Context: an optimization exercise on an open-source flow, tuned for small area and a short achievable clock period. The choices shown serve that exercise and are no tape-out recipe. Function was checked by simulation only, so behaviour that the tests miss may differ from the original.

File: flow/design.v
module solar_invaders_core(
	input  wire         clk,
	input  wire         rst,             
	input  wire         tick,            
	input  wire         Weapon_switch,   
	input  wire         Fire,            
	input  wire         Rotate_CW,       
	input  wire         Rotate_CCW,      
	input  wire         Pause,
	input  wire         Interaction,
	output reg          start,
	output reg          game_over,
	output reg  [1:0]   hearts,
	output reg  [16:0]  score,
	output reg  [4:0]   level,
	output reg          level_up,
	output reg  [1:0]   weapon,
	output reg  [3:0]   ss_angle,
	output reg  [5:0]   enemy_active,
	output reg  [11:0]  enemy_type,
	output reg  [23:0]  enemy_angle,
	output reg  [53:0]  enemy_dist,
	output reg  [47:0]  enemy_health,
	output reg  [18:0]  bullet_active,
	output reg  [37:0]  bullet_type,
	output reg  [75:0]  bullet_angle,
	output reg  [170:0] bullet_dist,
	output wire [6:0]   HEX0,
	output wire [6:0]   HEX1,
	output wire [6:0]   HEX4,
	output wire [6:0]   HEX5
);
localparam NE = 6;
localparam NB = 19;
function [8:0] add9;             
	input [8:0] a, b;
	input       ci;
	reg c;
	integer n;
	begin
		c = ci;
		for (n = 0; n < 9; n = n + 1) begin
			add9[n] = a[n] ^ b[n] ^ c;
			c = (a[n] & b[n]) | (c & (a[n] ^ b[n]));
		end
	end
endfunction
function ge9;                    
	input [8:0] a, b;
	reg c;
	integer n;
	begin
		c = 1'b1;
		for (n = 0; n < 9; n = n + 1)
			c = (a[n] & ~b[n]) | (a[n] & c) | (~b[n] & c);
		ge9 = c;
	end
endfunction
function [16:0] inc17;           
	input [16:0] a;
	input [5:0]  b;
	reg c;
	reg [5:0] bb;
	integer n;
	begin
		c = 1'b0;
		for (n = 0; n < 17; n = n + 1) begin
			bb[0] = (n < 6) ? b[n % 6] : 1'b0;
			inc17[n] = a[n] ^ bb[0] ^ c;
			c = (a[n] & bb[0]) | (c & (a[n] ^ bb[0]));
		end
	end
endfunction
function [8:0] inc9;             
	input [8:0] a;
	reg c;
	integer n;
	begin
		c = 1'b1;
		for (n = 0; n < 9; n = n + 1) begin
			inc9[n] = a[n] ^ c;
			c = a[n] & c;
		end
	end
endfunction
function [3:0] add4;             
	input [3:0] a, b;
	reg c;
	integer n;
	begin
		c = 1'b0;
		for (n = 0; n < 4; n = n + 1) begin
			add4[n] = a[n] ^ b[n] ^ c;
			c = (a[n] & b[n]) | (c & (a[n] ^ b[n]));
		end
	end
endfunction
reg        try_again;
reg [8:0]  level_counter;
reg        level_reset;
reg        is_fire_pressed;
reg        clk_2_5hz;
reg [2:0]  rotation_delay;
reg        ws_prev;
reg [15:0] shift2;
reg [15:0] shift4;
reg [3:0]  lsb;
wire [1:0] rand_2bit = {shift2[0], shift2[10]};
wire [3:0] rand_4bit = {shift4[5], shift4[0], shift4[10], shift4[2]};
wire lv0   = (level == 5'd0);
wire lv1   = (level == 5'd1);
wire lv23  = (level[4:1] == 4'b0001);
wire lv48  = (level[4:2] == 3'b001) | (level == 5'd8);
wire ge20  = level[4] & (level[3] | level[2]);
reg  [NE-1:0] valid;
reg  [1:0]    extra;
function [5:0] valid_of;
	input [4:0] l;
	valid_of = {l[4] | (l[3] & l[2]), |l[4:3], (|l[4:3]) | (l[2] & (l[1] | l[0])),
	            (|l[4:2]) | (l[1] & l[0]), l != 5'd0, l != 5'd0};
endfunction
function [1:0] extra_of;
	input [4:0] l;
	extra_of = (l[4] & (l[3] | l[2])) ? 2'd3 : (l[4] | (l[3:0] == 4'd15)) ? 2'd2 :
	           ((|l[4:3]) | (l[2] & l[1])) ? 2'd1 : 2'd0;
endfunction
wire [1:0] e_type = lv1  ? 2'd0 :
                    lv23 ? {1'b0, rand_2bit[0]} :
                    lv48 ? ((rand_2bit == 2'd3) ? 2'd0 : rand_2bit) : rand_2bit;
reg [NE-1:0] in_act;
reg [11:0]   in_type;
reg [23:0]   in_ang;
reg [53:0]   in_dist;
reg [47:0]   in_health;
reg [NE-1:0] reach;
reg          found;
reg [1:0]    r_hearts;
reg          r_go;
reg [8:0]    ed;
reg [2:0]    spd;
integer      ie;
always @(*) begin
	in_act = enemy_active; in_type = enemy_type; in_ang = enemy_angle;
	in_dist = enemy_dist; in_health = enemy_health;
	reach = 6'd0;
	for (ie = 0; ie < NE; ie = ie + 1) begin
		ed = enemy_dist[ie*9 +: 9];
		spd = (enemy_type[ie*2 +: 2] == 2'd1) ? 3'd3 + {1'b0, extra} :
		      (enemy_type[ie*2 +: 2] == 2'd3) ? 3'd1 + {1'b0, extra} : 3'd2 + {1'b0, extra};
		if (~clk_2_5hz & valid[ie]) begin
			if (ed[8:4] == 5'd0 && ed[3:0] != 4'd15) begin
				in_act[ie] = 1'b0;
				reach[ie] = 1'b1;
			end
			else in_dist[ie*9 +: 9] = add9(ed, {6'b111111, ~spd}, 1'b1);
		end
	end
	r_hearts = hearts; r_go = game_over;
	for (ie = 0; ie < NE; ie = ie + 1)
		if (reach[ie]) begin
			if (r_hearts == 2'd1) r_go = 1'b1;
			else r_hearts = {r_hearts[1] ^ ~r_hearts[0], ~r_hearts[0]};
		end
	found = 1'b0;
	for (ie = 0; ie < NE; ie = ie + 1)
		if (valid[ie] & ~found & ~in_act[ie]) begin
			found = 1'b1;
			in_act[ie] = 1'b1;
			in_type[ie*2 +: 2] = e_type;
			in_ang[ie*4 +: 4] = rand_4bit;
			in_dist[ie*9 +: 9] = (rand_4bit[1:0] == 2'd0) ? 9'd240 :
			                     (rand_4bit[1:0] == 2'd2) ? 9'd340 : 9'd260;
			in_health[ie*8 +: 8] = (e_type == 2'd0) ? 8'd8 :
			                       (e_type == 2'd1) ? 8'd4 :
			                       (e_type == 2'd2) ? 8'd32 : 8'd128;
		end
end
reg [NB-1:0] bm_act;
reg [170:0]  bm_dist;
reg [3:0]    ang;
reg [8:0]    bd;
reg [1:0]    bt;
reg          in_scr;
reg [2:0]    step;
integer      ib;
always @(*) begin
	bm_act = bullet_active; bm_dist = bullet_dist;
	for (ib = 0; ib < NB; ib = ib + 1) begin
		ang = bullet_angle[ib*4 +: 4];
		bd = bullet_dist[ib*9 +: 9];
		bt = bullet_type[ib*2 +: 2];
		in_scr = (ang[1:0] == 2'd0) ? ~(bd[8] | (bd[7:4] == 4'b1111)) :    
		         (ang[1:0] == 2'd2) ? ~bd[8] | ~bd[7] & (~bd[6] | ~bd[5] & (~bd[4] | ~bd[3] & ~bd[2])) :  
		         ~bd[8] | (bd[7:2] == 6'd0);                             
		if (bt == 2'd0) step = 3'd7;
		else if (ang[1:0] == 2'd2) step = (bt == 2'd2) ? 3'd6 : 3'd5;
		else step = (bt == 2'd1) ? 3'd6 : 3'd5;
		if (bullet_active[ib]) begin
			if (in_scr) bm_dist[ib*9 +: 9] = add9(bd, {6'd0, step}, 1'b0);
			else bm_act[ib] = 1'b0;
		end
	end
end
reg [NE-1:0] cand [0:NB-1];
integer      ic, jc;
always @(*) begin
	for (ic = 0; ic < NB; ic = ic + 1)
		for (jc = 0; jc < NE; jc = jc + 1)
			cand[ic][jc] = bullet_active[ic] & valid[jc] &
			               ge9(bm_dist[ic*9 +: 9], in_dist[jc*9 +: 9]) &
			               (bullet_angle[ic*4 +: 4] == in_ang[jc*4 +: 4]);
end
function le8;                    
	input [7:0] a, b;
	reg c;
	integer n;
	begin
		c = 1'b1;
		for (n = 0; n < 8; n = n + 1)
			c = (~a[n] & b[n]) | (~a[n] & c) | (b[n] & c);
		le8 = c;
	end
endfunction
function [7:0] dmg;
	input [1:0] t;
	dmg = (t == 2'd0) ? 8'd3 : (t == 2'd1) ? 8'd6 : 8'd20;
endfunction
reg [NE-1:0] ca, ca1;          
reg [47:0]   ch;               
reg [NB-1:0] bhit;
reg [NE-1:0] xa2;              
reg [7:0]    h, da, db, dab;
reg          tka, tkb, ma, mb, lea, leb;
integer      ip, jh;
always @(*) begin
	ca = in_act; ch = in_health;
	for (ip = 0; ip < NB; ip = ip + ((ip < 0) ? 2 : 1)) begin
		da = dmg(bullet_type[ip*2 +: 2]);
		tka = 1'b0;
		ca1 = ca;
		for (jh = 0; jh < NE; jh = jh + 1) begin
			h = ch[jh*8 +: 8];
			ma = cand[ip][jh] & ca[jh];
			lea = le8(h, da);
			xa2[jh] = ma & ~tka & ~lea;
			ca1[jh] = ca[jh] & ~(ma & ~tka & lea);
			tka = tka | ma;
		end
		bhit[ip] = tka;
		if (ip < 0) begin
			db = dmg(bullet_type[(ip+1)*2 +: 2]);
			dab = add9({1'b0, da}, {1'b0, db}, 1'b0);
			tkb = 1'b0;
			for (jh = 0; jh < NE; jh = jh + 1) begin
				h = ch[jh*8 +: 8];
				mb = cand[ip+1][jh] & ca1[jh];
				leb = xa2[jh] ? le8(h, dab) : le8(h, db);
				ca1[jh] = ca1[jh] & ~(mb & ~tkb & leb);
				if (mb & ~tkb & ~leb)
					ch[jh*8 +: 8] = xa2[jh] ? add9({1'b0, h}, {1'b1, ~dab}, 1'b1) : add9({1'b0, h}, {1'b1, ~db}, 1'b1);
				else
					ch[jh*8 +: 8] = xa2[jh] ? add9({1'b0, h}, {1'b1, ~da}, 1'b1) : h;
				tkb = tkb | mb;
			end
			bhit[ip+1] = tkb;
		end
		else
			for (jh = 0; jh < NE; jh = jh + 1)
				if (xa2[jh]) ch[jh*8 +: 8] = add9({1'b0, ch[jh*8 +: 8]}, {1'b1, ~da}, 1'b1);
		ca = ca1;
	end
end
reg  [3:0] kv [0:NE-1];
integer    jg;
always @(*)
	for (jg = 0; jg < NE; jg = jg + 1)
		kv[jg] = ~(in_act[jg] & ~ca[jg]) ? 4'd0 :
		         (in_type[jg*2 +: 2] == 2'd0) ? 4'd2 : (in_type[jg*2 +: 2] == 2'd1) ? 4'd3 :
		         (in_type[jg*2 +: 2] == 2'd2) ? 4'd5 : 4'd10;
wire [16:0] score_sum = score + {13'd0, kv[0]} + {13'd0, kv[1]} + {13'd0, kv[2]} +
                        {13'd0, kv[3]} + {13'd0, kv[4]} + {13'd0, kv[5]};
reg [2:0]    cnt;
reg [NB-1:0] alloc;
reg [75:0]   new_ang;
reg [170:0]  new_dist;
reg [3:0]    nang;
integer      ia;
always @(*) begin
	cnt = (weapon == 2'd0) ? 3'd5 : (weapon == 2'd1) ? 3'd3 : 3'd1;
	new_ang = 76'd0; new_dist = 171'd0;
	for (ia = 0; ia < NB; ia = ia + 1) begin
		alloc[ia] = 1'b0;
		nang = (cnt == 3'd5) ? add4(ss_angle, 4'd2) :
		       (cnt == 3'd4) ? add4(ss_angle, 4'd14) :
		       (cnt == 3'd3) ? add4(ss_angle, 4'd1) :
		       (cnt == 3'd2) ? add4(ss_angle, 4'd15) : ss_angle;
		new_ang[ia*4 +: 4] = nang;
		if (weapon == 2'd0) new_dist[ia*9 +: 9] = 9'd7;
		else if (nang[1:0] == 2'd2) new_dist[ia*9 +: 9] = (weapon == 2'd2) ? 9'd6 : 9'd5;
		else new_dist[ia*9 +: 9] = (weapon == 2'd1) ? 9'd6 : 9'd5;
		if (cnt != 3'd0 && ~bullet_active[ia]) begin
			alloc[ia] = 1'b1;
			cnt = {cnt[2] ^ (~cnt[1] & ~cnt[0]), cnt[1] ^ ~cnt[0], ~cnt[0]};
		end
	end
end
wire [4:0] lvl_inc = {level[4] ^ (&level[3:0]), level[3] ^ (&level[2:0]),
                      level[2] ^ (&level[1:0]), level[1] ^ level[0], ~level[0]};
wire [4:0] n_level = level_reset ? 5'd1 : (level == 5'd30) ? 5'd30 : lvl_inc;
wire lge10 = level[4] | (level[3] & (level[2] | level[1]));
wire lge30 = (level[4:1] == 4'b1111);
wire [3:0] n_lsb = lge30 ? add4(level[3:0], 4'd2) :
                   ge20  ? add4(level[3:0], 4'd12) :
                   lge10 ? add4(level[3:0], 4'd6) : level[3:0];
wire inter = Interaction ^ try_again;
wire fire = ~Fire & ~is_fire_pressed;
wire rot_ok = clk_2_5hz & ((rotation_delay == 3'd0) | (rotation_delay == 3'd5));
integer ir;
always @(posedge clk) begin
	if (rst) begin
		start <= 1'b1;
		game_over <= 1'b0;
		hearts <= 2'd3;
		score <= 17'd0;
		level <= 5'd0;
		valid <= 6'd0;
		extra <= 2'd0;
		level_up <= 1'b0;
		weapon <= 2'd0;
		ss_angle <= 4'd0;
		enemy_active <= 6'd0;
		enemy_type <= 12'd0;
		enemy_angle <= 24'd0;
		enemy_dist <= {6{9'd200}};
		enemy_health <= 48'd0;
		bullet_active <= 19'd0;
		bullet_type <= 38'd0;
		bullet_angle <= 76'd0;
		bullet_dist <= 171'd0;
		try_again <= Interaction;
		level_counter <= 9'd0;
		level_reset <= 1'b0;
		is_fire_pressed <= 1'b0;
		clk_2_5hz <= 1'b0;
		rotation_delay <= 3'd0;
		ws_prev <= Weapon_switch;
		shift2 <= 16'h5234;
		shift4 <= 16'h9252;
		lsb <= 4'd0;
	end
	else begin
		ws_prev <= Weapon_switch;
		if (ws_prev & ~Weapon_switch)
			weapon <= (weapon == 2'd2) ? 2'd0 : {weapon[1] ^ weapon[0], ~weapon[0]};
		if (tick) begin
			clk_2_5hz <= ~clk_2_5hz;
			shift2[15] <= shift2[13] ~^ shift2[8] ~^ shift2[3] ~^ shift2[4] ~^ shift2[10];
			shift2[14:0] <= shift2[15:1];
			shift4[15] <= shift4[13] ~^ shift4[8] ~^ shift4[3] ~^ shift4[4] ~^ shift4[10];
			shift4[14:0] <= shift4[15:1];
			lsb <= n_lsb;
			if (inter) begin
				if (start) start <= 1'b0;
				else if (game_over) begin
					score <= 17'd0;
					enemy_active <= 6'd0;
					hearts <= 2'd3;
					try_again <= ~try_again;
					game_over <= 1'b0;
					level_counter <= 9'd0;
					level_reset <= 1'b1;
				end
				else try_again <= ~try_again;
			end
			else if (~game_over & ~start) begin
				level_reset <= 1'b0;
				if (~Pause) begin
					game_over <= r_go;
					hearts <= r_hearts;
					score <= score_sum;
					enemy_active <= ca;
					enemy_type <= in_type;
					enemy_angle <= in_ang;
					enemy_dist <= in_dist;
					enemy_health <= ch;
					level_counter <= inc9(level_counter);
					level_up <= (level_counter == 9'd0);
					if ((level_counter == 9'd0) & ~level_up) begin
						level <= n_level;
						valid <= valid_of(n_level);
						extra <= extra_of(n_level);
					end
					for (ir = 0; ir < NB; ir = ir + 1) begin
						if (fire & alloc[ir]) begin
							bullet_active[ir] <= 1'b1;
							bullet_type[ir*2 +: 2] <= weapon;
							bullet_angle[ir*4 +: 4] <= new_ang[ir*4 +: 4];
							bullet_dist[ir*9 +: 9] <= new_dist[ir*9 +: 9];
						end
						else begin
							bullet_active[ir] <= bm_act[ir] & ~bhit[ir];
							bullet_dist[ir*9 +: 9] <= bm_dist[ir*9 +: 9];
						end
					end
					if (fire) is_fire_pressed <= 1'b1;
					else if (Fire) is_fire_pressed <= 1'b0;
					if (Rotate_CCW ^ Rotate_CW) begin
						rotation_delay <= {rotation_delay[2] ^ (rotation_delay[1] & rotation_delay[0]),
						                   rotation_delay[1] ^ rotation_delay[0], ~rotation_delay[0]};
						if (rot_ok) ss_angle <= add4(ss_angle, Rotate_CCW ? 4'd15 : 4'd1);
					end
					else rotation_delay <= 3'd0;
				end
			end
		end
	end
end
assign HEX0 = (lsb == 4'd1) ? 7'b1111001 :
              (lsb == 4'd2) ? 7'b0100100 :
              (lsb == 4'd3) ? 7'b0110000 :
              (lsb == 4'd4) ? 7'b0011001 :
              (lsb == 4'd5) ? 7'b0010010 :
              (lsb == 4'd6) ? 7'b0000010 :
              (lsb == 4'd7) ? 7'b1111000 :
              (lsb == 4'd8) ? 7'b0000000 :
              (lsb == 4'd9) ? 7'b0010000 :
              7'b1000000;
assign HEX1 = start ? 7'b1111111 :
              (level[4:3] == 2'b00 || level[4:1] == 4'b0100) ? 7'b1000000 :
              (level[4] == 1'b0 || level[4:2] == 3'b100) ? 7'b1111001 :
              (level[4:1] != 4'b1111) ? 7'b0100100 :
              7'b0110000;
assign HEX4 = ~start ? 7'b1000001 : 7'b1111111;
assign HEX5 = ~start ? 7'b1000111 : 7'b1111111;
endmodule
File: flow/run.sh
#!/bin/bash
# synth_recipe.tcl (not shown) runs the flow's synth.tcl, then flattens the netlist and writes it again
# the make line also repeats each setting of config.mk as NAME=value (left out here)
make -C /OpenROAD-flow-scripts/flow DESIGN_CONFIG=/design/flow/config.mk WORK_HOME=/design/flow/orfs CLKGATE_MAP_FILE= SYNTH_SCRIPT=/design/flow/synth_recipe.tcl finish
File: flow/config.mk
export PLATFORM = sky130hd
export DESIGN_NAME = solar_invaders_core
export DESIGN_NICKNAME = solar_invaders_core
export VERILOG_FILES = /design/flow/design.v
export SDC_FILE = /design/flow/constraint.sdc
export NUM_CORES = 4
export LEC_CHECK = 0
export CAP_MARGIN = 20
export CORE_MARGIN = 2
export CORE_UTILIZATION = 50
export PLACE_DENSITY = 0.65
export SLEW_MARGIN = 20
File: flow/constraint.sdc
create_clock -name core_clock -period 170.0 [get_ports {clk}]
set_input_delay 34.0000 -clock core_clock [delete_from_list [all_inputs] [get_ports {clk}]]
set_output_delay 34.0000 -clock core_clock [all_outputs]
set_load 0.01 [all_outputs]
==> reports/metrics.cfg <==
[status]
run_status=timing/DRC/antenna clean

[place]
place_area_sq_um=118000
gp_congestion=1.17
hpwlAfterDp_um=472000
numPortBuffers=511
placedCellCount=16809

[cts]
clk_pin_slew_ps=60
cts_sinks=541
ctsHoldBuffers=0
root_buffer=clkbuf_16
cts.repair.resized=0
post-cts-setup-buffers=0
cts_tree=built
cts_max_path_buffers=3
htree_levels=3
clk_latency_ps=740
cts_buffers=70

[route]
drt_first_iter_violations=18536
remaining_drc_errors=0
wl_um=607000
vias_per_cell=7.16
dr.pass1.iters=14
vias=121684
drtAntennaViolNets=0
wl_per_cell_um=35.7

[floorplan]
core_area_sq_um=215000
die_area_sq_um=220000
io_pins=518
start_util=0.503
fp.dieH_um=469
chipWidth_um=469
row_count=170

[setup_path]
reg2reg_to=score[10]
cpLargestDelayFamily=compound AO/OA/AOI/OAI gates
arrival_ps=49210
crit_path_end_kind=flip-flop
r2r-start=extra[0]
slowest_delay_ps=960
reg2reg_slack_ps=121380
crit_type=flip-flop to flip-flop
crit_start=extra[0]
critPathLaunchType=flip-flop
path_buf_inv=20
cp_slowest_cell=o31ai_1
worstSetupEndpoint=score[10]
path_max_fanout=16
worst-path-stages=183
crit_path_frequent_cell=ha_1
worstRegToRegCells=183
worstPathRequired_ps=170600

[timing]
timing.fmax_mhz=20.6
hold_viol_final=0
setup_tns_ps=0
finClkSkew_ps=56.0
setup_viol=0
relSlewSlack=0.126
post-route-period-util=0.286
rsz0062_at_grt=no
min_period_ps=48620
maxSlewViolCount=0
tightest_slew_ps=1280

[job]
drv_cap=0

[synth]
async_flop_share=0
synth-edff-count=1
syn_area_sq_um=108000
yosysTopAreaCell=ha_1
yosys_warnings=3
postSynthAreaPerCell_sq_um=7.85
ys_types=163
yosysTopAreaCellShare=0.146
ys_seq_area_frac=0.100
synth_area_leaders=ha_1 (15%), dfxtp_1 (10%), fa_1 (7.3%), maj3_1 (5.4%), mux2_2 (5.1%)
syn_inst=13758
synthFlopType=dfxtp_1
ys_ff_latch=541

[global_routing]
grt_pass1_vias=112101
grt_max_degree=152
overflow=0
antenna_found_initial=58
grt_pass1_wl_um=834000
grt_usage=0.527

[cells_and_area]
layout.cells.non_filler=16996
final_core_util=0.560
fin_nets=15705
fillerInstances=19927
final_common_cell=nor2_1
final_cell_mix=nor2_1 (1289), ha_1 (1255), nand2_1 (1098)
syn2layout_area_growth_pct=11.3
design_area_sq_um=120000
drive_gt1_frac=0.108

[worst_hold_path]
hold_path_class=flip-flop to flip-flop

## layer usage
metal  routed length, um  track usage  up-vias
met2              236000        0.733     9770
met4               59200        0.411       58
met1              216000        0.614    58328
li1                    -            -    50740
met3               94100        0.251     2788
met5                1920       0.0457        -
## cell usage after synthesis, types with 335 or more instances
master,n
nor2_1,1297
xnor2_1,423
maj3_1,584
mux2_2,490
dfxtp_1,540
o21ai_0,561
inv_1,880
mux2i_1,335
clkbuf_1,496
nand2_1,1099
ha_1,1257
nor3_1,383
fa_1,393
a21oi_1,795
## final cells by class
class                      count  area (sq um)  share of cell area
sequential                   541         10900              0.0904
antenna                       57           143             0.00119
multi-input combinational  11565         91300               0.759
tap                         2838          3550              0.0296
inverter                     902          3390              0.0282
clock inverter                29           444             0.00370
clock buffer                  98          1960              0.0163
timing repair buffer         966          8560              0.0712
## sequential cells by signal, summed over array words and instances (netlist names), 2 cells and up
signal	flops
level_counter	9
bullet_dist	171
enemy_active	6
weapon	2
rotation_delay	3
bullet_angle	76
extra	2
ss_angle	4
hearts	2
level	5
shift4	16
score	17
enemy_type	12
bullet_type	38
enemy_angle	24
enemy_dist	54
lsb	4
enemy_health	48
shift2	16
bullet_active	19
valid	5
## worst min path at each step
stage / startpoint / endpoint / slack, ps / cells after the start
floorplan: shift2[5] / shift2[4] / 430 / 1
global placement: shift2[5] / shift2[4] / 440 / 1
detailed placement: shift2[5] / shift2[4] / 450 / 1
CTS: shift2[5] / shift2[4] / 470 / 1
global route: shift2[5] / shift2[4] / 490 / 1
finish: shift2[5] / shift2[4] / 470 / 1
## kinds of logic after synthesis
| group | synth area share |
|---|---|
| adder cells (fa/ha/maj) | 0.273 |
| XOR/XNOR | 0.0607 |
| AO/OA/AOI/OAI | 0.241 |
| multiplexers | 0.0859 |
| other | 0.0000347 |
| AND/OR/NAND/NOR | 0.178 |
| buffers and inverters | 0.0610 |
| flip-flops | 0.100 |
## worst reg2reg max path: cells and delay by family (launching register included)
family          cells  cell delay (ps)
compound gates     76            22470
fa+ha+maj          30             8640
simple gates       37             7410
mux                18             6640
buf+inv            20             2400
flops               1              590
xor+xnor            2              360
## metrics by stage
stage          hold WS [ps]  setup slack (ps)
2_1_floorplan           431            131210
3_3_place_gp            436            123270
3_5_place_dp            450            122930
4_1_cts                 467            122800
5_1_grt                 491            119260
6_report                469            121380

[port drivers added, routing unchanged]
In the flow no input, the clock included, has a driving cell. The finished layout below was timed again as built, in two steps. Step 1 assumes that a clkbuf_16 drives the clock port and a buf_2 every other input. Step 2, shift: input delay + t, output delay - t, t = (earliest + latest rising clock arrival at the registers) / 2. This alone moves slack from input paths to output paths. Three values: no drivers, after step 1, after step 2; two values: the first two.
t (ns): 0.806
setup WS [ns]: 121.381 / 121.381 / 121.381
clock arrival spread, ns: 0.057 / 0.056
worst data-port slew with drivers (ns): 0.06
pins driven straight from the clock port: 1
After both steps setup and hold are still met in this run. The setup slack of this run moves by 0.000 ns with the drivers and by 0.000 ns with both steps.
